This is an optimization exercise on Yosys and OpenROAD, whose aim is small area, a short achievable clock period and few clock cycles, not a production implementation.
The RTL was checked by simulation tests, not by an equivalence proof against the original design.
Power is estimated from default activity; no workload was simulated.

--- design/flow/design.v ---
module SimpleCPU(clk,rst,wrEn,data_fromRAM,addr_toRAM,data_toRAM,pCounter);
parameter SIZE = 13;
input clk,rst;
input wire [15:0] data_fromRAM;
output reg wrEn;
output reg [15:0] data_toRAM;
output reg [SIZE-1:0] addr_toRAM;
output reg [SIZE-1:0] pCounter;
localparam OP_ADD = 3'd0, OP_NAND = 3'd1, OP_SRL = 3'd2, OP_LT = 3'd3,
           OP_BZ = 3'd4, OP_CP2W = 3'd5, OP_CPFW = 3'd6, OP_MUL = 3'd7;
localparam S_P0 = 3'd0, S_P1 = 3'd1, S_P2 = 3'd2, S_P3 = 3'd3,
           S_I1 = 3'd4, S_I2 = 3'd5, S_BT = 3'd6, S_MW = 3'd7;
reg [2:0] state, stateNxt;
reg [2:0] op1, op1Nxt;
reg bz2, bz2Nxt;    
reg ind1, ind1Nxt;
reg [12:0] pcNxt;
reg weNxt;
reg [15:0] W, WNxt;
reg [15:0] opnd, acc;
reg aV, aVNxt, dV;
reg [2:0] aOp, aOpNxt, dOpT;
reg mBusy;
wire [15:0] d = data_fromRAM;
wire [2:0] dOp = d[15:13];
wire dZero = ~|d[12:0];
wire wZ = ~|W;
wire [12:0] pcInc = pCounter + 13'd1;
function isALU;
    input [2:0] o;
    isALU = (o != OP_BZ) && (o != OP_CPFW);
endfunction
reg xMul, xLT;
reg [3:0] xSel;    
wire mFirst = xMul;
wire inMul = mFirst | mBusy;
wire [15:0] mAcc = mFirst ? 16'd0 : acc;
wire [15:0] pp0 = W & {16{opnd[0]}};
wire [15:0] pp1 = {W[14:0], 1'b0} & {16{opnd[1]}};
wire [15:0] csS = mAcc ^ pp0 ^ pp1;
wire [15:0] csC = (mAcc & pp0) | (mAcc & pp1) | (pp0 & pp1);
wire [15:0] mBRest = opnd >> 2;
wire [15:0] mWRest = W << 2;
wire mDone = ~|mBRest | ~|mWRest;
wire isLT = xLT;
wire [15:0] addA = inMul ? csS : W;
wire [15:0] addB = inMul ? {csC[14:0], 1'b0} : opnd ^ {16{isLT}};
wire addC = ~inMul & isLT;
wire [16:0] sum = {1'b0, addA} + {1'b0, addB} + {16'd0, addC};
wire [3:0] sh = opnd[3:0];
wire shLeft = opnd[4];
wire shZero = (|opnd[15:5]) | (shLeft & ~|sh);
wire [15:0] shIn, shOut, shRes;
genvar k;
generate for (k = 0; k < 16; k = k + 1) begin : rev
    assign shIn[k] = shLeft ? W[15-k] : W[k];
    assign shRes[k] = shLeft ? shOut[15-k] : shOut[k];
end endgenerate
assign shOut = shIn >> sh;
wire [15:0] addRes = xLT ? {15'd0, ~sum[16]} : sum[15:0];
wire mulEnd = inMul & mDone;
always @(*) begin
    WNxt = ({16{xSel[0] | mulEnd}} & addRes)
         | ({16{xSel[1]}} & ~(W & opnd))
         | ({16{xSel[2] & ~shZero}} & shRes)
         | ({16{xSel[3]}} & opnd)
         | ({16{inMul & ~mDone}} & mWRest)
         | ({16{~inMul & ~|xSel}} & W);
    if (rst)
        WNxt = 16'd0;
end
reg wOK;    
always @(*) begin
    stateNxt = state;
    pcNxt = pCounter;
    weNxt = 1'b0;
    aVNxt = 1'b0;
    aOpNxt = (state == S_I1) ? op1 : dOp;
    op1Nxt = op1;
    bz2Nxt = bz2;
    ind1Nxt = ind1;
    wOK = 1'b0;
    case (state)
        S_P0: begin
            stateNxt = S_P1;
        end
        S_P1: begin
            op1Nxt = dOp;
            ind1Nxt = dZero;
            weNxt = (dOp == OP_CPFW) & ~dZero;
            aVNxt = ~dZero & isALU(dOp);
            stateNxt = S_P2;
        end
        S_P2: begin
            bz2Nxt = (dOp == OP_BZ);
            if (op1 == OP_BZ && wZ)
                stateNxt = ind1 ? S_I1 : S_BT;
            else if (ind1 && op1 != OP_BZ)
                stateNxt = S_I1;
            else if (op1 == OP_CPFW && addr_toRAM == pcInc) begin
                pcNxt = pcInc;
                stateNxt = S_P0;
            end else if (op1 == OP_MUL) begin
                pcNxt = pcInc;
                stateNxt = S_MW;
            end else begin
                wOK = (op1 == OP_CPFW) || (op1 == OP_BZ);
                pcNxt = pcInc;
                if (dZero || dOp == OP_MUL ||
                    ((dOp == OP_BZ || dOp == OP_CPFW) && !wOK)) begin
                    stateNxt = S_P0;
                end else begin
                    weNxt = (dOp == OP_CPFW);
                    aVNxt = isALU(dOp);
                    stateNxt = S_P3;
                end
            end
        end
        S_P3: begin
            if (bz2 && wZ)
                stateNxt = S_BT;
            else begin
                pcNxt = pcInc;
                stateNxt = S_P0;
            end
        end
        S_I1: begin
            weNxt = (op1 == OP_CPFW);
            aVNxt = isALU(op1);
            stateNxt = S_I2;
        end
        S_I2: begin
            if (op1 == OP_BZ)
                stateNxt = S_BT;
            else begin
                pcNxt = pcInc;
                stateNxt = (op1 == OP_MUL) ? S_MW : S_P0;
            end
        end
        S_BT: begin
            pcNxt = d[12:0];
            stateNxt = S_P0;
        end
        default: begin  
            if (inMul && mDone) begin
                stateNxt = S_P1;
            end
        end
    endcase
    if (rst) begin
        stateNxt = S_P0;
        pcNxt = 13'd0;
        weNxt = 1'b0;
        aVNxt = 1'b0;
    end
end
always @(*) data_toRAM = W;
wire inP1 = (state == S_P1), inP2 = (state == S_P2), inI1 = (state == S_I1),
     inBT = (state == S_BT), inMW = (state == S_MW);
wire p2First = (op1 == OP_BZ && wZ) || (ind1 && op1 != OP_BZ) ||
               (op1 == OP_CPFW && addr_toRAM == pcInc) || (op1 == OP_MUL);
wire p2OK = (op1 == OP_CPFW) || (op1 == OP_BZ);
wire sq2 = dZero || dOp == OP_MUL || ((dOp == OP_BZ || dOp == OP_CPFW) && !p2OK);
wire selD = inP1 | inI1 | inBT | (inP2 & ~p2First & ~sq2);
wire [12:0] regSrc = (inMW & ~(inMul & mDone)) ? pCounter : pcInc;
wire [12:0] arD = {d[12:3], d[2] | (inP1 & dZero), d[1:0]};
wire [12:0] arNew = rst ? 13'd0 : selD ? arD : regSrc;
always @(posedge clk) begin
    state <= stateNxt;
    addr_toRAM <= arNew;
    wrEn <= weNxt;
    pCounter <= pcNxt;
    op1 <= op1Nxt;
    bz2 <= bz2Nxt;
    ind1 <= ind1Nxt;
    aV <= aVNxt;
    aOp <= aOpNxt;
    dV <= aV & ~rst;
    dOpT <= aOp;
    xMul <= dV & ~rst & (dOpT == OP_MUL);
    xLT <= dV & ~rst & (dOpT == OP_LT);
    xSel <= {4{dV & ~rst}} & {dOpT == OP_CP2W, dOpT == OP_SRL, dOpT == OP_NAND,
                              dOpT == OP_ADD || dOpT == OP_LT};
    mBusy <= ~rst & inMul & ~mDone;
    W <= WNxt;
    opnd <= inMul ? mBRest : d;
    acc <= sum[15:0];
end
endmodule
--- design/flow/flow/run.sh ---
#!/bin/bash
# The standard layout (the standard.sh, standard synthesis unchanged), with
# buf_2 cells instead of the default port buffers and timing repair aimed at a
# setup slack of 6.7 ns; make's output goes to standard.log and each ORFS step
# logs under orfs/logs/.
export BUFFER_PORTS_ARGS="-buffer_cell sky130_fd_sc_hd__buf_2"
bash standard.sh SETUP_SLACK_MARGIN=6.7 finish > standard.log 2>&1
--- design/flow/standard.sh ---
#!/bin/bash
# synth_recipe.tcl (not shown) runs the flow's synth.tcl, then flattens the netlist and writes it again
# the make line also repeats each setting of config.mk as NAME=value (left out here)
make -C /OpenROAD-flow-scripts/flow DESIGN_CONFIG=/design/flow/config.mk WORK_HOME=/design/flow/orfs CLKGATE_MAP_FILE= SYNTH_SCRIPT=/design/flow/synth_recipe.tcl "${@:-finish}"
--- design/flow/config.mk ---
export PLATFORM = sky130hd
export DESIGN_NAME = SimpleCPU
export DESIGN_NICKNAME = SimpleCPU
export VERILOG_FILES = /design/flow/design.v
export SDC_FILE = /design/flow/constraint.sdc
export NUM_CORES = 4
export LEC_CHECK = 0
export ABC_AREA = 1
export CAP_MARGIN = 20
export CORE_MARGIN = 2
export CORE_UTILIZATION = 60
export CTS_BUF_LIST = sky130_fd_sc_hd__clkbuf_8
export PLACE_DENSITY = 0.75
export SETUP_SLACK_MARGIN = 5
export SLEW_MARGIN = 20
--- design/flow/constraint.sdc ---
create_clock -name core_clock -period 10.0 [get_ports {clk}]
set_input_delay 2.0000 -clock core_clock [delete_from_list [all_inputs] [get_ports {clk}]]
set_output_delay 2.0000 -clock core_clock [all_outputs]
set_load 0.01 [all_outputs]
==> flow_metrics.env, run 1 <==
export IMPL_ir_drop_mv=0.1261
export IMPL_cts_sinks=98
export IMPL_worstSetupPathType="flop to output port"
export IMPL_rr_endpoint="W[11]"
export IMPL_cap_violations=0
export IMPL_reg2reg_from="opnd[1]"
export IMPL_crit_chain="buf_2"
export IMPL_holdCritStartpoint="aOp[0]"
export IMPL_r2r_slack_ns=6.92
export IMPL_hold_viol_final=0
export IMPL_clock_skew_ns=0.01326
export IMPL_busiest_layer="met2"
export IMPL_ys_flop_type="dfxtp_1"
export IMPL_end_kind="output port"
export IMPL_grtUsageMet1_pct=48.01
export IMPL_cts_tree="built"
export IMPL_clock_root_buffer="clkbuf_8"
export IMPL_wl_per_cell_um=17.21
export IMPL_placedCellCount=1401
export IMPL_required_ns=8.00
export IMPL_met3_usage_pct=5.753
export IMPL_tightest_slew_ns=1.335
export IMPL_maxClockFrequency_mhz=311.6
export IMPL_drt_iter0_markers=797
export IMPL_dieArea_um2=13450
export IMPL_finalSetupTns_ns=0
export IMPL_synth_nets=1264
export IMPL_numCtsBuffers=9
export IMPL_remaining_drc_errors=0
export IMPL_first_pass_iters=5
export IMPL_grt_setup_unrepaired="yes"
export IMPL_ant_nets=0
export IMPL_portBuffers=60
export IMPL_grt_max_degree=53
export IMPL_use_met2_pct=59.81
export IMPL_crit_path_top_delay_cell="dfxtp_1"
export IMPL_antenna_found_initial=0
export IMPL_finalNonFillerCells=1435
export IMPL_worstPathMaxFanout=7
export IMPL_syn2layout_area_growth_pct=12.68
export IMPL_final_common_cell="nand2_1"
export IMPL_yosysSeqAreaShare_pct=26.73
export IMPL_fp_coreArea_um2=12110
export IMPL_arrival_ns=1.21
export IMPL_vias_per_cell=5.709
export IMPL_synth_area_um2=7526
export IMPL_pin_count=61
export IMPL_layout_common_cells="nand2_1, inv_1, nor2_1"
export IMPL_nNetsFinal=1313
export IMPL_synth_area_top_cells="dfxtp_1, nand2_1, o21ai_0"
export IMPL_reg2reg_depth=18
export IMPL_drv_slew=0
export IMPL_rows=40
export IMPL_initial_core_util_pct=62.14
export IMPL_netlist_area_leader_share_pct=24.74
export IMPL_yosysWarningCount=1
export IMPL_die_h_um=116.0
export IMPL_grt_use_total_pct=37.52
export IMPL_max_clock_path_buffers=2
export IMPL_syn_mean_instance_area_um2=6.204
export IMPL_synth_edf_count=5
export IMPL_total_power_w=0.001186
export IMPL_holdPathStages=0
export IMPL_critical_path_buf_inv_count=1
export IMPL_start_kind="flop"
export IMPL_cts_clk_slew_worst_paths_ns=0.11
export IMPL_design_area_um2=8481
export IMPL_crit_path_max_incr_delay_ns=0.59
export IMPL_grt_pass1_wl_um=38850
export IMPL_drive_gt1_share_pct=11.13
export IMPL_min_period_ns=3.210
export IMPL_gp_congestion=0.9936
export IMPL_vias=8192
export IMPL_antenna_cells=0
export IMPL_status="finished clean"
export IMPL_placed_area_um2=7905
export IMPL_cp_top_family="flip-flops"
export IMPL_hold_end="dOpT[0]"
export IMPL_power_density_nw_per_um2=139.9
export IMPL_ys_types=48
export IMPL_p_leak_nw=4.258
export IMPL_finalCritPeriodShare_pct=32.10
export IMPL_grt_pass1_vias=7618
export IMPL_worstSkewPairLatency_ns=0.40
export IMPL_grt_overflow=0
export IMPL_synthCells=1213
export IMPL_cts_htree_levels=3
export IMPL_chipWidth_um=116.0
export IMPL_async_flop_share_pct=0
export IMPL_max_slew_margin_pct=10.34
export IMPL_drt_total_wl_um=24700
export IMPL_hp_class="flop to flop"
export IMPL_ys_seq_elements=98
export IMPL_setup_violations=0
export IMPL_dp_final_hpwl_um=17320
export IMPL_synth_area_leader_cell="dfxtp_1"
==> metal layers <==
layer	part of all wire (%)	wire length (µm)	vias to the layer above
met5	0	0	-
met4	6.0	1474	0
met1	41	10020	3695
met2	44	10910	409
met3	9.3	2301	82
li1	-	-	4006
==> worst register-to-register path, stage by stage (launching register included) <==
cell	delay, ns
dfxtp_2	0.41
buf_12	0.20
nand2_1	0.08
inv_1	0.08
fa_1	0.39
nand2_1	0.07
o21ai_0	0.08
ha_1	0.34
inv_1	0.11
o21bai_2	0.21
a21oi_4	0.07
o21ai_4	0.16
nand3_1	0.14
o21ai_1	0.18
xor2_1	0.22
nand2_1	0.07
nand3_1	0.10
nand2_1	0.06
inv_1	0.06
==> power breakdown <==
group          internal, W  total (W)  switching [W]
registers         0.000447   0.000501      0.0000538
logic             0.000152   0.000407       0.000255
clock network     0.000118   0.000278       0.000160
==> cell families after synthesis <==
family                     count (synthesis)  synth area share (%)
xor gates and xnor gates                  36                 4.372
and+or+nand+nor                          574                 32.00
AOI/OAI and AO/OA                        251                 17.82
muxes                                      8                 1.064
adders and majority gates                 33                 7.082
DFF                                       98                 26.73
buffers and inverters                    213                 10.92
==> registers in the layout (all words and copies together) (netlist names) <==
signal,cells
W,16
acc,16
opnd,16
addr_toRAM,13
pCounter,13
xSel,4
aOp,3
dOpT,3
op1,3
state,3
aV,1
bz2,1
dV,1
ind1,1
mBusy,1
wrEn,1
xLT,1
xMul,1
==> through the flow <==
stage	setup WS, ns	utilization, %	hold WS (ns)
2_1_floorplan	6.714	-	0.3096
3_3_place_gp	6.109	65.27	0.3118
3_5_place_dp	5.992	65.27	0.3128
4_1_cts	6.605	67.99	0.3370
5_1_grt	6.643	70.02	0.3462
6_report	6.790	70.02	0.3367
==> what timing repair did <==
action                     CTS  global route
pin swaps                    2            10
setup buffers                4             9
hold buffers                 0             0
gates resized for setup     12            31
setup endpoints to repair   36            24
gates cloned                 2             3
==> cell type report <==
class / count / area [µm²]
tap: 168 / 210.2
clock buffer: 9 / 123.9
timing repair buffer: 85 / 630.6
clock inverter: 7 / 77.57
sequential: 98 / 2021
fill: 1159 / 3631
multi-input combinational: 903 / 4786
inverter: 165 / 631.9
==> cells in the mapped netlist, types with 8 or more instances <==
library cell	count
fa_1	16
nor2_1	135
nand3_1	69
xnor2_1	18
o21ai_0	129
clkbuf_1	31
nand4_1	15
xor2_1	17
inv_1	161
nand2_1	315
ha_1	17
a21oi_1	90
buf_2	9
dfxtp_1	93
mux2i_1	8
nor3_1	14
==> worst max-delay path by stage <==
stage	slack [ns]	cells past startpoint	to	startpoint
6_report	6.79	1	data_toRAM[9]	W[9]
5_1_grt	6.64	20	W[10]	opnd[0]
4_1_cts	6.60	20	W[10]	opnd[0]
3_5_place_dp	5.99	20	W[10]	xMul
3_3_place_gp	6.11	20	W[10]	xMul
2_1_floorplan	6.71	20	W[11]	opnd[1]
Testbench counts, summed over its fixed seeds: cycles 671,040.
==> run 2, diff against run 1 <==
--- a/design/flow/config.mk
+++ b/design/flow/config.mk
@@ -10,5 +10,5 @@
 export CORE_MARGIN = 2
-export CORE_UTILIZATION = 60
+export CORE_UTILIZATION = 50
 export CTS_BUF_LIST = sky130_fd_sc_hd__clkbuf_8
-export PLACE_DENSITY = 0.75
+export PLACE_DENSITY = 0.65
 export SETUP_SLACK_MARGIN = 5
==> run 2 against run 1 <==
Design area fell by 0.15%. Fmax rose by 0.74%. Clock skew fell by 0.0042 ns. Area after synthesis did not move. Critical path type unchanged. Synthesized cell count did not move.
==> flow_metrics.env, run 2 <==
export IMPL_final_util_pct=57.83
export IMPL_numCtsBuffers=9
export IMPL_cts_clk_slew_worst_paths_ns=0.11
export IMPL_power_density_nw_per_um2=138.6
export IMPL_tightest_slew_ns=0.9853
export IMPL_maxClockFrequency_mhz=313.9
export IMPL_fp_coreArea_um2=14640
export IMPL_ys_seq_elements=98
export IMPL_drt_total_wl_um=25400
export IMPL_largestRegisters="W (16), acc (16), opnd (16)"
export IMPL_layout_common_cells="nand2_1, inv_1, nor2_1"
export IMPL_drive_gt1_share_pct=11.01
export IMPL_cap_violations=0
export IMPL_chipWidth_um=126.7
export IMPL_reg2reg_from="opnd[0]"
export IMPL_grt_setup_unrepaired="no"
export IMPL_grt_pass1_vias=7364
export IMPL_rows=44
export IMPL_die_h_um=126.7
export IMPL_antenna_found_initial=0
export IMPL_critical_path_buf_inv_count=1
export IMPL_gp_congestion=0.9649
export IMPL_remaining_drc_errors=0
export IMPL_ir_drop_mv=0.1141
export IMPL_ys_flop_type="dfxtp_1"
export IMPL_hold_end="dOpT[1]"
export IMPL_worstSkewPairLatency_ns=0.40
export IMPL_final_common_cell="nand2_1"
export IMPL_grt_max_degree=53
export IMPL_first_pass_iters=6
export IMPL_worstSetupPathType="flop to output port"
export IMPL_yosysSeqAreaShare_pct=26.73
export IMPL_synth_most_common_cell="nand2_1"
export IMPL_pin_count=61
export IMPL_crit_chain="buf_2"
export IMPL_cp_top_family="flip-flops"
export IMPL_hp_class="flop to flop"
export IMPL_drv_slew=0
export IMPL_finalSetupTns_ns=0
export IMPL_comb_power_share_pct=33.2
export IMPL_finalCritPeriodShare_pct=31.86
export IMPL_clock_skew_ns=0.009097
export IMPL_setup_violations=0
export IMPL_status="finished clean"
export IMPL_synth_area_leader_cell="dfxtp_1"
export IMPL_seqPwrFrac_pct=42.6
export IMPL_p_leak_nw=4.240
export IMPL_vias_per_cell=5.565
export IMPL_synth_common_cells="nand2_1, inv_1, nor2_1"
export IMPL_antenna_cells=0
export IMPL_dieArea_um2=16050
export IMPL_end_kind="output port"
export IMPL_cts_hold_buffers=0
export IMPL_synth_edf_count=5
export IMPL_portBuffers=60
export IMPL_nNetsFinal=1309
export IMPL_initial_core_util_pct=51.39
export IMPL_internal_power_w=0.0007117
export IMPL_drt_iter0_markers=656
export IMPL_grt_use_total_pct=31.87
export IMPL_syn2layout_area_growth_pct=12.52
export IMPL_hold_viol_final=0
export IMPL_holdCritStartpoint="aOp[1]"
export IMPL_crit_path_max_incr_delay_ns=0.58
export IMPL_cts_htree_levels=3
export IMPL_max_slew_margin_pct=34.31
export IMPL_grt_overflow=0
export IMPL_sw_frac_of_total_pct=39.38
export IMPL_ys_types=48
export IMPL_min_period_ns=3.186
export IMPL_clock_root_buffer="clkbuf_8"
export IMPL_vias=8053
export IMPL_yosysWarningCount=1
export IMPL_holdPathStages=0
export IMPL_dp_final_hpwl_um=17870
export IMPL_worstPathMaxFanout=7
export IMPL_synthCells=1213
export IMPL_start_kind="flop"
export IMPL_crit_path_top_delay_cell="dfxtp_1"
export IMPL_synth_area_top_cells="dfxtp_1, nand2_1, o21ai_0"
export IMPL_r2r_slack_ns=6.86
export IMPL_pwr_share_clk_pct=24.1
export IMPL_synth_nets=1264
export IMPL_ant_nets=0
export IMPL_cts_sinks=98
export IMPL_cts_tree="built"
export IMPL_rr_endpoint="W[10]"
export IMPL_wl_per_cell_um=17.56
export IMPL_syn_mean_instance_area_um2=6.204
export IMPL_reg2reg_depth=20
export IMPL_switchingPower_w=0.0004623
export IMPL_required_ns=8.00
export IMPL_max_clock_path_buffers=2
export IMPL_netlist_area_leader_share_pct=24.74
export IMPL_grt_pass1_wl_um=39750
export IMPL_arrival_ns=1.19
export IMPL_synth_area_um2=7526
export IMPL_async_flop_share_pct=0
==> run 2: worst max-delay path by stage <==
stage / from / to / slack [ns] / cells after the start
after floorplan: opnd[1] / W[11] / 6.71 / 20
after global placement: xMul / W[10] / 5.81 / 20
after global routing: xMul / W[11] / 6.69 / 18
after CTS: opnd[0] / W[10] / 6.68 / 20
final: W[9] / data_toRAM[9] / 6.81 / 1
after detailed placement: xMul / W[10] / 5.74 / 20
==> run 2: area by class of cell <==
cell class	count	area, µm²
fillers	1525	6176
multi-input cells	902	4778
flip-flops and latches	98	2019
inverters	165	628.1
repair buffers	81	595.6
well taps	184	230.2
clock buffers	9	123.9
clock inverters	7	85.08
repair inverters	1	7.507
==> run 2: what timing repair did <==
item | CTS | global route
gates cloned | 3 | 2
setup endpoints to repair | 37 | 21
setup buffers | 6 | 3
gates resized for setup | 19 | 25
pin swaps | 2 | 9
==> run 2: power by group through the flow <==
stage | combinational (W) | clock [W] | sequential (W)
after detailed placement | 0.000376 | 0 | 0.000508
after global placement | 0.000376 | 0 | 0.000509
after global routing | 0.000445 | 0.000301 | 0.000508
after floorplan | 0.000267 | 0 | 0.000508
after CTS | 0.000381 | 0.000289 | 0.000499
final | 0.000390 | 0.000283 | 0.000500
==> run 2: logic make-up after synthesis <==
group / Yosys count / share of synthesized area, %
XOR/XNOR: 36 / 4.372
AO/OA/AOI/OAI: 251 / 17.82
AND/OR/NAND/NOR: 574 / 32.00
buffers and inverters: 213 / 10.92
flip-flops: 98 / 26.73
adder cells (fa/ha/maj): 33 / 7.082
multiplexers: 8 / 1.064
==> run 2: worst register-to-register path, stage by stage (launching register included) <==
cell and delay [ns]:
dfxtp_4 0.38, buf_12 0.16, nand2_1 0.09, inv_1 0.05
ha_1 0.28, nand2_1 0.06, o21ai_1 0.08, fa_2 0.43
fa_2 0.38, nand3_1 0.11, nand3_2 0.11, nand2_1 0.08
nand2_1 0.07, o21ai_2 0.08, nor2_1 0.07, o21ai_1 0.17
xor2_1 0.20, nand2_1 0.07, nand4_1 0.13, nand2_1 0.05
inv_1 0.06
==> run 2: stage by stage <==
step	instances	hold slack [ns]	cell area (µm²)	worst slack [ns]	total power, W
floorplan	1213	0.3096	7530	6.714	0.0007750
global placement	1417	0.3111	7925	5.810	0.0008843
detailed placement	1417	0.3138	7925	5.743	0.0008839
CTS	1442	0.3403	8309	6.675	0.001170
global route	1447	0.3485	8468	6.691	0.001254
finish	1447	0.3357	8468	6.814	0.001174
==> run 2: routing by layer <==
layer	global-route usage [%]	vias up	wire, µm
met5	0	-	0
met4	14.35	0	1125
met3	4.513	64	1951
met2	52.37	360	11660
met1	41.85	3638	10670
li1	-	3991	-
==> run 3, diff against run 2 <==
--- a/design/flow/config.mk
+++ b/design/flow/config.mk
@@ -10,5 +10,4 @@
 export CORE_MARGIN = 2
-export CORE_UTILIZATION = 50
-export CTS_BUF_LIST = sky130_fd_sc_hd__clkbuf_8
-export PLACE_DENSITY = 0.65
+export CORE_UTILIZATION = 55
+export PLACE_DENSITY = 0.7
 export SETUP_SLACK_MARGIN = 5
==> run 3 against run 2 <==
Final cell count fell by 1.0%. Wire length fell by 1.7%. Sequential share of layout area fell by 0.075 points.
==> flow_metrics.env, run 3 <==
export IMPL_maxClockFrequency_mhz=313.8
export IMPL_synthCells=1213
export IMPL_cts_tree="built"
export IMPL_hold_viol_final=0
export IMPL_grt_max_degree=53
export IMPL_cp_top_family="simple AND/OR/NAND/NOR gates"
export IMPL_first_pass_iters=7
export IMPL_finalCritPeriodShare_pct=31.86
export IMPL_initial_core_util_pct=56.61
export IMPL_min_period_ns=3.186
export IMPL_p_leak_nw=4.271
export IMPL_cap_violations=0
export IMPL_synth_area_leader_cell="dfxtp_1"
export IMPL_syn_mean_instance_area_um2=6.204
export IMPL_fill_cells=1326
export IMPL_synthMuxAreaShare_pct=1.064
export IMPL_yosysSeqAreaShare_pct=26.73
export IMPL_synthAdderAreaFrac_pct=7.082
export IMPL_worstSetupPathType="input pin to flop"
export IMPL_fp_coreArea_um2=13300
export IMPL_placedCellCount=1409
export IMPL_numCtsBuffers=9
export IMPL_vias_per_cell=5.680
export IMPL_pin_count=61
export IMPL_dp_final_hpwl_um=17800
export IMPL_start_kind="input pin"
export IMPL_ir_drop_mv=0.1382
export IMPL_portBuffers=60
export IMPL_synth_xor_area_share_pct=4.372
export IMPL_power_density_nw_per_um2=151.6
export IMPL_finalSetupTns_ns=0
export IMPL_final_common_cell="nand2_1"
export IMPL_async_flop_share_pct=0
export IMPL_synth_most_common_cell="nand2_1"
export IMPL_max_clock_path_buffers=2
export IMPL_antenna_found_initial=0
export IMPL_total_power_w=0.001290
export IMPL_wl_per_cell_um=17.44
export IMPL_status="finished clean"
export IMPL_vias=8134
export IMPL_die_h_um=121.0
export IMPL_ys_seq_elements=98
export IMPL_placed_area_um2=7915
export IMPL_grt_setup_unrepaired="yes"
export IMPL_required_ns=10.30
export IMPL_synth_area_um2=7526
export IMPL_tightest_slew_ns=0.9847
export IMPL_critical_path_buf_inv_count=3
export IMPL_clock_skew_ns=0.007722
export IMPL_hp_class="flop to flop"
export IMPL_remaining_drc_errors=0
export IMPL_end_kind="flop"
export IMPL_synth_nets=1264
export IMPL_antenna_cells=0
export IMPL_finalNonFillerCells=1432
export IMPL_design_area_um2=8511
export IMPL_chipWidth_um=121.0
export IMPL_synth_area_top_cells="dfxtp_1, nand2_1, o21ai_0"
export IMPL_drt_iter0_markers=807
export IMPL_synthSimpleGateAreaFrac_pct=32.00
export IMPL_netlist_area_leader_share_pct=24.74
export IMPL_largestRegisters="W (16), acc (16), opnd (16)"
export IMPL_cts_htree_levels=3
export IMPL_cts_clk_slew_worst_paths_ns=0.07
export IMPL_setup_violations=0
export IMPL_ant_nets=0
export IMPL_path_depth=12
export IMPL_crit_chain="buf_2 > inv_1 > nand3_1 > nor2_1 > nand4_1 > nand3_2 > inv_1 > nand4_4 > nand2_8 > nand2_1 > nand2_1 > nor2_1"
export IMPL_worstSkewPairLatency_ns=0.36
export IMPL_grt_overflow=0
export IMPL_holdPathStages=0
export IMPL_grt_use_total_pct=34.54
export IMPL_clock_root_buffer="clkbuf_16"
export IMPL_synth_edf_count=5
export IMPL_cts_hold_buffers=0
export IMPL_synth_compound_area_share_pct=17.82
export IMPL_drive_gt1_share_pct=10.11
export IMPL_dieArea_um2=14640
export IMPL_grt_pass1_wl_um=39040
export IMPL_holdWs_ns=0.3284
export IMPL_crit_path_max_incr_delay_ns=0.21
export IMPL_synth_top_family_by_area="simple AND/OR/NAND/NOR gates"
export IMPL_rows=42
export IMPL_grt_pass1_vias=7400
export IMPL_drt_total_wl_um=24970
export IMPL_crit_path_top_delay_cell="nand4_1"
export IMPL_reg2reg_depth=18
export IMPL_arrival_ns=3.49
export IMPL_worstPathMaxFanout=22
export IMPL_drv_slew=0
export IMPL_synth_common_cells="nand2_1, inv_1, nor2_1"
export IMPL_ys_types=48
export IMPL_nNetsFinal=1302
export IMPL_ys_flop_type="dfxtp_1"
export IMPL_yosysWarningCount=1
export IMPL_cts_sinks=98
export IMPL_syn2layout_area_growth_pct=13.08
export IMPL_max_slew_margin_pct=34.36
export IMPL_gp_congestion=0.9780
export IMPL_layout_common_cells="nand2_1, inv_1, nor2_1"
[run 3: cell count changes in the layout (fill, tap and decap cells not counted), sizes merged]
cell / change
clkinv: -1
bufbuf: +1
clkbuf: -1
clkinvlp: -2
bufinv: +1
inv: +1
buf: -6
[run 3: final cells by class]
class	count	area, µm²	share of cell area [%]
Inverter	165	624.3	7.336
Clock inverter	7	108.9	1.279
Sequential cell	98	2023	23.77
Multi-Input combinational cell	902	4751	55.82
Timing Repair Buffer	75	558.0	6.557
Tap cell	176	220.2	2.587
Clock buffer	9	225.2	2.646
[run 3: cells by family after synthesis]
kind of cell,count (synthesis)
DFF,98
and+or+nand+nor,574
muxes,8
AOI/OAI and AO/OA,251
buffers and inverters,213
xor gates and xnor gates,36
adders and majority gates,33
[run 3: final timing paths]
kind / start / to / slack, ns
worst min register to register: aOp[1] / dOpT[1] / 0.33
worst min-delay path: aOp[1] / dOpT[1] / 0.33
worst max register to register: opnd[1] / W[11] / 6.86
worst max-delay path: data_fromRAM[12] / addr_toRAM[7] / 6.81
[run 3: per-stage QoR]
stage / setup slack (ns) / util, %
detailed placement: 6.269 / 59.53
global placement: 6.377 / 59.53
global route: 6.640 / 64.01
floorplan: 6.714 / -
CTS: 6.695 / 63.27
finish: 6.814 / 64.01
[run 3: power by group]
group          switching, W  internal, W
clock network      0.000171     0.000225
logic              0.000248     0.000144
registers         0.0000554     0.000447
total              0.000475     0.000816
[run 3: per-layer routing]
metal,routed length [µm],vias up,global-route usage [%]
li1,-,3979,-
met1,10210,3653,45.70
met2,11290,422,55.30
met3,2307,80,4.511
met4,1168,0,17.22
met5,0,-,0
[run 3: timing repair]
item                                    CTS  global route
pin swaps                                 2             4
resized for setup                        16            22
cloned                                    3             1
setup buffers                             2             1
endpoints found under the setup margin   26            20
[run 3: worst register-to-register path: stages (launching register included)]
cell,delay (ns)
dfxtp_2,0.41
buf_12,0.19
nand2_1,0.09
inv_1,0.10
fa_1,0.40
nand2_1,0.07
o21ai_0,0.08
ha_1,0.33
inv_1,0.09
o21bai_1,0.23
a21oi_4,0.08
o21ai_2,0.20
nand3_1,0.13
o21ai_1,0.17
xor2_1,0.22
nand2_1,0.07
nand3_1,0.10
nand2_1,0.06
inv_1,0.06
==> run 4, diff against run 3 <==
--- a/design/flow/config.mk
+++ b/design/flow/config.mk
@@ -11,2 +11,3 @@
 export CORE_UTILIZATION = 55
+export CTS_BUF_LIST = sky130_fd_sc_hd__clkbuf_8
 export PLACE_DENSITY = 0.7
@@ -14 +15,2 @@
 export SLEW_MARGIN = 20
+export TNS_END_PERCENT = 50
==> run 4 against run 3 <==
Combinational power hardly changed. Sequential cell count unchanged. Fmax rose by 0.35%. Worst setup slack improved by 0.011 ns. Register-to-register slack got worse by 0.02 ns. Utilization decreased by 0.75 points. Non-clock buffer count did not move. Critical path type is now flop to output port. Highest routed layer unchanged.
==> flow_metrics.env, run 4 <==
export IMPL_grt_pass1_vias=7364
export IMPL_drt_iter0_markers=697
export IMPL_placedCellCount=1409
export IMPL_remaining_drc_errors=0
export IMPL_crit_path_top_delay_cell="dfxtp_1"
export IMPL_max_slew_margin_pct=35.16
export IMPL_ys_types=48
export IMPL_cp_startpoint="W[13]"
export IMPL_clock_root_buffer="clkbuf_8"
export IMPL_seqPwrFrac_pct=41.8
export IMPL_crit_path_max_incr_delay_ns=0.57
export IMPL_ys_seq_elements=98
export IMPL_gp_congestion=0.9780
export IMPL_first_pass_iters=6
export IMPL_synthCells=1213
export IMPL_sw_frac_of_total_pct=38.70
export IMPL_finalNonFillerCells=1432
export IMPL_cts_clk_slew_worst_paths_ns=0.10
export IMPL_final_common_cell="nand2_1"
export IMPL_dieArea_um2=14640
export IMPL_rows=42
export IMPL_arrival_ns=1.18
export IMPL_power_density_nw_per_um2=143.0
export IMPL_numCtsBuffers=9
export IMPL_yosysSeqAreaShare_pct=26.73
export IMPL_rr_endpoint="W[11]"
export IMPL_synth_area_um2=7526
export IMPL_holdWs_ns=0.3355
export IMPL_antenna_found_initial=0
export IMPL_syn2layout_area_growth_pct=11.75
export IMPL_vias_per_cell=5.683
export IMPL_pin_count=61
export IMPL_synth_common_cells="nand2_1, inv_1, nor2_1"
export IMPL_critical_path_buf_inv_count=1
export IMPL_die_h_um=121.0
export IMPL_worstSkewPairLatency_ns=0.40
export IMPL_final_util_pct=63.26
export IMPL_setup_violations=0
export IMPL_comb_power_share_pct=32.5
export IMPL_max_clock_path_buffers=2
export IMPL_drive_gt1_share_pct=10.19
export IMPL_fp_coreArea_um2=13300
export IMPL_chipWidth_um=121.0
export IMPL_layout_common_cells="nand2_1, inv_1, nor2_1"
export IMPL_drt_total_wl_um=24920
export IMPL_finalCritPeriodShare_pct=31.75
export IMPL_synth_area_leader_cell="dfxtp_1"
export IMPL_holdCritStartpoint="aOp[1]"
export IMPL_hold_end="dOpT[1]"
export IMPL_largestRegisters="W (16), acc (16), opnd (16)"
export IMPL_drv_slew=0
export IMPL_ir_drop_mv=0.1334
export IMPL_synth_edf_count=5
export IMPL_synth_nets=1264
export IMPL_yosysWarningCount=1
export IMPL_start_kind="flop"
export IMPL_async_flop_share_pct=0
export IMPL_internal_power_w=0.0007370
export IMPL_grt_setup_unrepaired="yes"
export IMPL_grt_overflow=0
export IMPL_cts_htree_levels=3
export IMPL_cts_tree="built"
export IMPL_status="finished clean"
export IMPL_cp_top_family="flip-flops"
export IMPL_nNetsFinal=1302
export IMPL_worstPathMaxFanout=7
export IMPL_cap_violations=0
export IMPL_switchingPower_w=0.0004654
export IMPL_tightest_slew_ns=0.9726
export IMPL_reg2reg_depth=18
export IMPL_p_leak_nw=4.225
export IMPL_synth_area_top_cells="dfxtp_1, nand2_1, o21ai_0"
export IMPL_cts_sinks=98
export IMPL_total_power_w=0.001202
export IMPL_grt_use_total_pct=34.53
export IMPL_end_kind="output port"
export IMPL_wl_per_cell_um=17.40
export IMPL_dp_final_hpwl_um=17800
export IMPL_netlist_area_leader_share_pct=24.74
export IMPL_crit_chain="buf_2"
export IMPL_min_period_ns=3.175
export IMPL_reg2reg_from="opnd[1]"
export IMPL_ant_nets=0
export IMPL_worstSetupPathType="flop to output port"
export IMPL_synth_most_common_cell="nand2_1"
export IMPL_portBuffers=60
export IMPL_grt_pass1_wl_um=38960
export IMPL_ys_flop_type="dfxtp_1"
export IMPL_antenna_cells=0
export IMPL_hp_class="flop to flop"
export IMPL_holdPathStages=0
export IMPL_pwr_share_clk_pct=25.7
export IMPL_syn_mean_instance_area_um2=6.204
export IMPL_hold_viol_final=0
export IMPL_finalSetupTns_ns=0
export IMPL_maxClockFrequency_mhz=314.9
export IMPL_vias=8138
export IMPL_grt_max_degree=53
export IMPL_initial_core_util_pct=56.61
export IMPL_r2r_slack_ns=6.84
export IMPL_clock_skew_ns=0.01316
export IMPL_required_ns=8.00
run 4: what timing repair did:
action	CTS	global route
pin swaps	1	5
setup endpoints to repair	16	22
hold buffers	0	0
cloned	3	1
setup buffers	1	2
resized for setup	17	22
run 4: power groups by stage:
stage / logic [W] / clock network (W) / registers (W)
2_1_floorplan: 0.000267 / 0 / 0.000508
3_3_place_gp: 0.000373 / 0 / 0.000509
3_5_place_dp: 0.000374 / 0 / 0.000509
4_1_cts: 0.000381 / 0.000311 / 0.000500
5_1_grt: 0.000441 / 0.000327 / 0.000510
6_report: 0.000391 / 0.000309 / 0.000502
run 4: worst max-delay path by stage:
stage	endpoint	slack (ns)	depth (start not counted)
CTS	W[10]	6.69	19
global placement	addr_toRAM[6]	6.38	11
detailed placement	W[10]	6.27	17
floorplan	W[11]	6.71	20
finish	data_toRAM[13]	6.82	1
global route	W[11]	6.63	18
run 4: per-stage QoR:
stage          area, µm²  setup WS (ns)
2_1_floorplan       7530          6.714
4_1_cts             8303          6.686
6_report            8411          6.825
3_3_place_gp        7915          6.377
5_1_grt             8411          6.633
3_5_place_dp        7915          6.269
run 4: final cells by class:
type	count	area (µm²)
Clock buffer	9	123.9
Inverter	165	624.3
Fill cell	1339	4885
Clock inverter	7	108.9
Sequential cell	98	2024
Timing Repair Buffer	75	558.0
Multi-Input combinational cell	902	4751
Tap cell	176	220.2
run 4: logic make-up after synthesis:
| group | count (synthesis) | share of synthesized area, % |
|---|---|---|
| muxes | 8 | 1.064 |
| adders and majority gates | 33 | 7.082 |
| DFF | 98 | 26.73 |
| buffers and inverters | 213 | 10.92 |
| xor gates and xnor gates | 36 | 4.372 |
| AOI/OAI and AO/OA | 251 | 17.82 |
| and+or+nand+nor | 574 | 32.00 |
run 4: metal layers:
| metal | track usage (%) | up-vias | share of wire, % |
|---|---|---|---|
| li1 | - | 3969 | - |
| met1 | 45.23 | 3673 | 41 |
| met2 | 54.46 | 426 | 45 |
| met3 | 5.028 | 70 | 9.1 |
| met4 | 19.26 | 0 | 4.9 |
| met5 | 0 | - | 0 |
==> run 5, diff against run 4 <==
--- a/design/flow/config.mk
+++ b/design/flow/config.mk
@@ -12,2 +12,3 @@
 export CTS_BUF_LIST = sky130_fd_sc_hd__clkbuf_8
+export GPL_ROUTABILITY_DRIVEN = 0
 export PLACE_DENSITY = 0.7
@@ -15,2 +16 @@
 export SLEW_MARGIN = 20
-export TNS_END_PERCENT = 50
==> run 5 against run 4 <==
Wire length decreased by 0.88%. Final cell count grew 0.56%. Register-to-register slack got worse by 0.02 ns. First-iteration DRC count grew 11%. Worst setup slack lost 0.052 ns. Non-clock buffer count increased by 7. Critical endpoint is now addr_toRAM[6].
==> flow_metrics.env, run 5 <==
export IMPL_status="finished clean"
export IMPL_initial_core_util_pct=56.61
export IMPL_reg2reg_depth=18
export IMPL_cp_startpoint="data_fromRAM[10]"
export IMPL_dp_final_hpwl_um=17530
export IMPL_syn_mean_instance_area_um2=6.204
export IMPL_sw_frac_of_total_pct=40.61
export IMPL_vias=8211
export IMPL_first_pass_iters=8
export IMPL_layout_common_cells="nand2_1, inv_1, nor2_1"
export IMPL_power_density_nw_per_um2=137.9
export IMPL_antenna_cells=0
export IMPL_grt_use_total_pct=33.84
export IMPL_cts_sinks=98
export IMPL_synth_xor_area_share_pct=4.372
export IMPL_grt_max_degree=53
export IMPL_rows=42
export IMPL_clock_skew_ns=0.01242
export IMPL_start_kind="input pin"
export IMPL_pwr_share_clk_pct=22.6
export IMPL_comb_power_share_pct=34.2
export IMPL_syn2layout_area_growth_pct=12.04
export IMPL_yosysWarningCount=1
export IMPL_drt_total_wl_um=24700
export IMPL_placed_area_um2=7908
export IMPL_ant_nets=0
export IMPL_final_common_cell="nand2_1"
export IMPL_required_ns=10.34
export IMPL_holdPathStages=0
export IMPL_cts_clk_slew_worst_paths_ns=0.11
export IMPL_ys_flop_type="dfxtp_1"
export IMPL_synthCells=1213
export IMPL_synth_area_top_cells="dfxtp_1, nand2_1, o21ai_0"
export IMPL_ys_seq_elements=98
export IMPL_antenna_found_initial=0
export IMPL_hold_viol_final=0
export IMPL_switchingPower_w=0.0004724
export IMPL_wl_per_cell_um=17.15
export IMPL_setup_slack_ns=6.773
export IMPL_portBuffers=60
export IMPL_synth_compound_area_share_pct=17.82
export IMPL_remaining_drc_errors=0
export IMPL_grt_overflow=0
export IMPL_yosysSeqAreaShare_pct=26.73
export IMPL_drt_iter0_markers=771
export IMPL_reg2reg_from="opnd[1]"
export IMPL_pin_count=61
export IMPL_holdCritStartpoint="aOp[2]"
export IMPL_arrival_ns=3.57
export IMPL_r2r_slack_ns=6.82
export IMPL_ys_types=48
export IMPL_cts_htree_levels=3
export IMPL_chipWidth_um=121.0
export IMPL_synthAdderAreaFrac_pct=7.082
export IMPL_synthSimpleGateAreaFrac_pct=32.00
export IMPL_synth_most_common_cell="nand2_1"
export IMPL_finalSetupTns_ns=0
export IMPL_max_slew_margin_pct=8.421
export IMPL_dieArea_um2=14640
export IMPL_ir_drop_mv=0.1089
export IMPL_clock_root_buffer="clkbuf_8"
export IMPL_critical_path_buf_inv_count=3
export IMPL_cap_violations=0
export IMPL_cts_tree="built"
export IMPL_rr_endpoint="W[11]"
export IMPL_fp_coreArea_um2=13300
export IMPL_synth_edf_count=5
export IMPL_netlist_area_leader_share_pct=24.74
export IMPL_worstSetupPathType="input pin to flop"
export IMPL_largestRegisters="W (16), acc (16), opnd (16)"
export IMPL_vias_per_cell=5.702
export IMPL_tightest_slew_ns=1.363
export IMPL_multi_input_area_um2=4776
export IMPL_max_clock_path_buffers=2
export IMPL_synthMuxAreaShare_pct=1.064
export IMPL_grt_pass1_vias=7408
export IMPL_drive_gt1_share_pct=11.23
export IMPL_async_flop_share_pct=0
export IMPL_grt_setup_unrepaired="yes"
export IMPL_pre_cts_ws_ns=6.036
export IMPL_end_kind="flop"
export IMPL_worstSkewPairLatency_ns=0.40
export IMPL_fill_cells=1306
export IMPL_hold_end="dOpT[2]"
export IMPL_synth_nets=1264
export IMPL_synth_area_um2=7526
export IMPL_worstPathMaxFanout=11
export IMPL_hp_class="flop to flop"
export IMPL_final_seq_area_um2=2031
export IMPL_internal_power_w=0.0006907
export IMPL_drv_slew=0
export IMPL_synth_top_family_by_area="simple AND/OR/NAND/NOR gates"
export IMPL_grt_pass1_wl_um=38480
export IMPL_nNetsFinal=1310
export IMPL_synth_common_cells="nand2_1, inv_1, nor2_1"
export IMPL_crit_chain="buf_2 > inv_1 > nand3_1 > nor2_2 > nand4_1 > nand3_2 > inv_1 > nand4_4 > nand2_4 > nand2_1 > nand2_1 > nor2_1"
export IMPL_design_area_um2=8432
export IMPL_crit_path_top_delay_cell="nand4_1"
export IMPL_die_h_um=121.0
export IMPL_seqPwrFrac_pct=43.2
export IMPL_cts_hold_buffers=0
export IMPL_crit_path_max_incr_delay_ns=0.24
export IMPL_setup_violations=0
export IMPL_finalCritPeriodShare_pct=32.27
export IMPL_numCtsBuffers=9
export IMPL_synth_area_leader_cell="dfxtp_1"
export IMPL_min_period_ns=3.227
export IMPL_maxClockFrequency_mhz=309.9
export IMPL_cp_top_family="simple AND/OR/NAND/NOR gates"
export IMPL_p_leak_nw=4.234
==> run 5: cell counts after synthesis <==
No cell type changed its count.
==> run 5: power groups by stage <==
stage	registers [W]	logic, W	clock network (W)
final	0.000502	0.000398	0.000263
after global routing	0.000510	0.000448	0.000284
after CTS	0.000500	0.000379	0.000265
after detailed placement	0.000509	0.000374	0
after global placement	0.000509	0.000372	0
after floorplan	0.000508	0.000267	0
==> run 5: how the worst max path moves through the flow <==
stage,endpoint,slack [ns],cells after the start
final,addr_toRAM[6],6.77,12
after floorplan,W[11],6.71,20
after global placement,W[10],6.13,20
after global routing,W[10],6.67,20
after detailed placement,W[10],6.04,20
after CTS,addr_toRAM[7],6.71,12
==> run 5: layout make-up <==
cell class | instances | area share [%]
timing repair buffer | 82 | 7.019
sequential | 98 | 24.08
clock inverter | 7 | 0.7716
multi-input combinational | 903 | 56.64
inverter | 165 | 7.405
tap | 176 | 2.612
clock buffer | 9 | 1.469
==> run 5: logic make-up (layout without fill, tap and decap cells) <==
family	after synthesis	in the layout
flip-flops	98	98
multiplexers	8	8
adder cells (fa/ha/maj)	33	33
XOR/XNOR	36	36
buffers and inverters	213	263
AO/OA/AOI/OAI	251	251
AND/OR/NAND/NOR	574	575
==> run 5: per-layer routing <==
layer | vias to the layer above | GRT usage, % | wire [µm]
li1 | 3990 | - | -
met1 | 3677 | 43.66 | 9960
met2 | 454 | 53.65 | 11090
met3 | 90 | 5.310 | 2255
met4 | 0 | 19.40 | 1394
met5 | - | 0 | 0
==> run 5: timing repair <==
action	in CTS	in global routing
gates cloned	2	3
pin swaps	1	9
resized for setup	19	25
setup endpoints to repair	25	21
setup buffers	3	8
==> run 5: worst reg2reg max path: stages (launching register included) <==
cell and delay (ns):
dfxtp_4 0.39, buf_12 0.16, nand2_1 0.07, inv_1 0.05, fa_1 0.48, nand2_1 0.07
o21ai_0 0.09, ha_1 0.34, inv_1 0.09, o21bai_1 0.25, a21oi_4 0.08, o21ai_2 0.20
nand3_1 0.14, o21ai_1 0.18, xor2_1 0.25, nand2_1 0.08, nand3_1 0.10, nand2_1 0.06
inv_1 0.06
==> run 5: metrics by stage <==
step | cells | total power [W] | hold WS [ns] | util (%)
final | 1440 | 0.001163 | 0.3378 | 63.42
after detailed placement | 1408 | 0.0008827 | 0.3121 | 59.48
after floorplan | 1213 | 0.0007750 | 0.3096 | -
after global routing | 1440 | 0.001243 | 0.3577 | 63.42
after global placement | 1408 | 0.0008806 | 0.3112 | 59.48
after CTS | 1429 | 0.001144 | 0.3382 | 61.96
==> run 6, diff against run 5 <==
--- a/design/flow/config.mk
+++ b/design/flow/config.mk
@@ -12,3 +12,2 @@
 export CTS_BUF_LIST = sky130_fd_sc_hd__clkbuf_8
-export GPL_ROUTABILITY_DRIVEN = 0
 export PLACE_DENSITY = 0.7
==> run 6 against run 5 <==
Final cell count decreased by 0.56%. Count of clock-buffer cells in the layout unchanged. Highest routed layer unchanged. Power rose by 3.4%. First-iteration DRC count fell by 9.6%. Utilization down 0.16 points. Sequential cell count did not move. Critical endpoint is now data_toRAM[13]. Worst setup slack improved by 0.052 ns. Still clean on timing, DRC and antenna. Critical path type is now flop to output port. Critical path depth down 11. Hold slack got worse by 0.0022 ns. Wire length up 0.89%. Largest power group unchanged.
==> flow_metrics.env, run 6 <==
export IMPL_cap_violations=0
export IMPL_yosysWarningCount=1
export IMPL_clock_root_buffer="clkbuf_8"
export IMPL_antenna_found_initial=0
export IMPL_vias=8138
export IMPL_synth_area_um2=7526
export IMPL_dp_final_hpwl_um=17800
export IMPL_grt_max_degree=53
export IMPL_vias_per_cell=5.683
export IMPL_reg2reg_depth=18
export IMPL_max_clock_path_buffers=2
export IMPL_cts_clk_slew_worst_paths_ns=0.10
export IMPL_worstSkewPairLatency_ns=0.40
export IMPL_drv_slew=0
export IMPL_path_depth=1
export IMPL_sw_frac_of_total_pct=38.70
export IMPL_synth_area_leader_cell="dfxtp_1"
export IMPL_worstSetupPathType="flop to output port"
export IMPL_synth_edf_count=5
export IMPL_arrival_ns=1.18
export IMPL_drt_total_wl_um=24920
export IMPL_p_leak_nw=4.225
export IMPL_pre_cts_ws_ns=6.269
export IMPL_finalNonFillerCells=1432
export IMPL_yosysSeqAreaShare_pct=26.73
export IMPL_ys_types=48
export IMPL_netlist_area_leader_share_pct=24.74
export IMPL_crit_chain="buf_2"
export IMPL_pin_count=61
export IMPL_synth_most_common_cell="nand2_1"
export IMPL_dieArea_um2=14640
export IMPL_final_common_cell="nand2_1"
export IMPL_numCtsBuffers=9
export IMPL_hp_class="flop to flop"
export IMPL_crit_path_top_delay_cell="dfxtp_1"
export IMPL_worstPathMaxFanout=7
export IMPL_fp_coreArea_um2=13300
export IMPL_tightest_slew_ns=0.9726
export IMPL_comb_power_share_pct=32.5
export IMPL_nNetsFinal=1302
export IMPL_setup_slack_ns=6.825
export IMPL_total_power_w=0.001202
export IMPL_clock_skew_ns=0.01316
export IMPL_min_period_ns=3.175
export IMPL_internal_power_w=0.0007370
export IMPL_syn2layout_area_growth_pct=11.75
export IMPL_grt_use_total_pct=34.53
export IMPL_pwr_share_clk_pct=25.7
export IMPL_grt_overflow=0
export IMPL_wl_per_cell_um=17.40
export IMPL_chipWidth_um=121.0
export IMPL_ant_nets=0
export IMPL_async_flop_share_pct=0
export IMPL_layout_common_cells="nand2_1, inv_1, nor2_1"
export IMPL_crit_path_max_incr_delay_ns=0.57
export IMPL_antenna_cells=0
export IMPL_grt_setup_unrepaired="yes"
export IMPL_die_h_um=121.0
export IMPL_ir_drop_mv=0.1334
export IMPL_seqPwrFrac_pct=41.8
export IMPL_syn_mean_instance_area_um2=6.204
export IMPL_setup_violations=0
export IMPL_switchingPower_w=0.0004654
export IMPL_grt_pass1_wl_um=38960
export IMPL_max_slew_margin_pct=35.16
export IMPL_finalCritPeriodShare_pct=31.75
export IMPL_grt_pass1_vias=7364
export IMPL_cts_htree_levels=3
export IMPL_synth_area_top_cells="dfxtp_1, nand2_1, o21ai_0"
export IMPL_power_density_nw_per_um2=143.0
export IMPL_synth_common_cells="nand2_1, inv_1, nor2_1"
export IMPL_drive_gt1_share_pct=10.19
export IMPL_holdPathStages=0
export IMPL_finalSetupTns_ns=0
export IMPL_maxClockFrequency_mhz=314.9
export IMPL_placedCellCount=1409
export IMPL_cts_tree="built"
export IMPL_end_kind="output port"
export IMPL_hold_viol_final=0
export IMPL_largestRegisters="W (16), acc (16), opnd (16)"
export IMPL_cts_hold_buffers=0
export IMPL_gp_congestion=0.9780
export IMPL_rows=42
export IMPL_drt_iter0_markers=697
export IMPL_remaining_drc_errors=0
export IMPL_initial_core_util_pct=56.61
export IMPL_cts_sinks=98
export IMPL_ys_flop_type="dfxtp_1"
export IMPL_holdWs_ns=0.3355
export IMPL_synth_nets=1264
export IMPL_first_pass_iters=6
export IMPL_critical_path_buf_inv_count=1
export IMPL_cp_top_family="flip-flops"
export IMPL_portBuffers=60
export IMPL_status="finished clean"
export IMPL_required_ns=8.00
export IMPL_ys_seq_elements=98
export IMPL_start_kind="flop"
export IMPL_synthCells=1213
==> run 6: cell counts after synthesis <==
Identical to the previous run, type by type.
==> run 6: power by group through the flow <==
stage          logic [W]  registers (W)  clock network, W
2_1_floorplan   0.000267       0.000508                 0
3_3_place_gp    0.000373       0.000509                 0
3_5_place_dp    0.000374       0.000509                 0
4_1_cts         0.000381       0.000500          0.000311
5_1_grt         0.000441       0.000510          0.000327
6_report        0.000391       0.000502          0.000309
==> run 6: logic make-up after synthesis <==
| group | count (synthesis) | synth area share (%) |
|---|---|---|
| and+or+nand+nor | 574 | 32.00 |
| xor gates and xnor gates | 36 | 4.372 |
| AOI/OAI and AO/OA | 251 | 17.82 |
| muxes | 8 | 1.064 |
| adders and majority gates | 33 | 7.082 |
| buffers and inverters | 213 | 10.92 |
| DFF | 98 | 26.73 |
==> run 6: per-stage QoR <==
| stage | area (µm²) | utilization, % |
|---|---|---|
| 2_1_floorplan | 7530 | - |
| 3_5_place_dp | 7915 | 59.53 |
| 3_3_place_gp | 7915 | 59.53 |
| 4_1_cts | 8303 | 62.45 |
| 6_report | 8411 | 63.26 |
| 5_1_grt | 8411 | 63.26 |
==> run 6: final cells by class <==
class	instances	area (µm²)
inverter	165	624.3
tap	176	220.2
timing repair buffer	75	558.0
sequential	98	2024
multi-input combinational	902	4751
clock buffer	9	123.9
fill	1339	4885
clock inverter	7	108.9
==> run 6: what timing repair did <==
| action | 4_1_cts | 5_1_grt |
|---|---|---|
| setup buffers | 1 | 2 |
| gates cloned | 3 | 1 |
| pin swaps | 1 | 5 |
| gates resized for setup | 17 | 22 |
| endpoints found under the setup margin | 16 | 22 |
==> run 6: final timing paths <==
check	from	endpoint	slack (ns)
worst max register to register	opnd[1]	W[11]	6.84
worst max-delay path	W[13]	data_toRAM[13]	6.82
worst min-delay path	aOp[1]	dOpT[1]	0.34
worst min register to register	aOp[1]	dOpT[1]	0.34
==> run 6: layer usage <==
| layer | vias to the layer above | wire [µm] | GRT usage [%] |
|---|---|---|---|
| li1 | 3969 | - | - |
| met1 | 3673 | 10230 | 45.23 |
| met2 | 426 | 11200 | 54.46 |
| met3 | 70 | 2273 | 5.028 |
| met4 | 0 | 1213 | 19.26 |
| met5 | - | 0 | 0 |

[port drivers added, routing unchanged]
No port has a modelled driver above. Below, the same layouts with a new extraction and two added sets of constraints. Step 1: set_driving_cell puts a clkbuf_16 on clk and a buf_2 on each other input, an assumption about the parent block. Step 2, shift: input delay + t, output delay - t, t = (earliest + latest rising clock arrival at the registers) / 2. This alone moves slack from input paths to output paths. Three values: ideal, step 1, step 2; two values: the first two.
run	shift t [ns]	slack for setup (ns)	latest minus earliest clock arrival (ns)	worst data-port slew with drivers (ns)
run 1	0.431	6.790 / 6.752 / 6.379	0.014 / 0.013	0.04
run 2	0.434	6.814 / 6.772 / 6.413	0.010 / 0.009	0.03
run 3	0.403	6.814 / 6.841 / 6.438	0.008 / 0.008	0.04
run 4	0.439	6.825 / 6.783 / 6.423	0.013 / 0.014	0.03
run 5	0.432	6.773 / 6.795 / 6.363	0.013 / 0.012	0.03
run 6	0.439	6.825 / 6.783 / 6.423	0.013 / 0.014	0.03
After both steps every run listed still meets setup and hold. For run 1, which loses most, drivers alone change the setup slack by -0.038 ns; drivers and shift together by -0.411 ns.
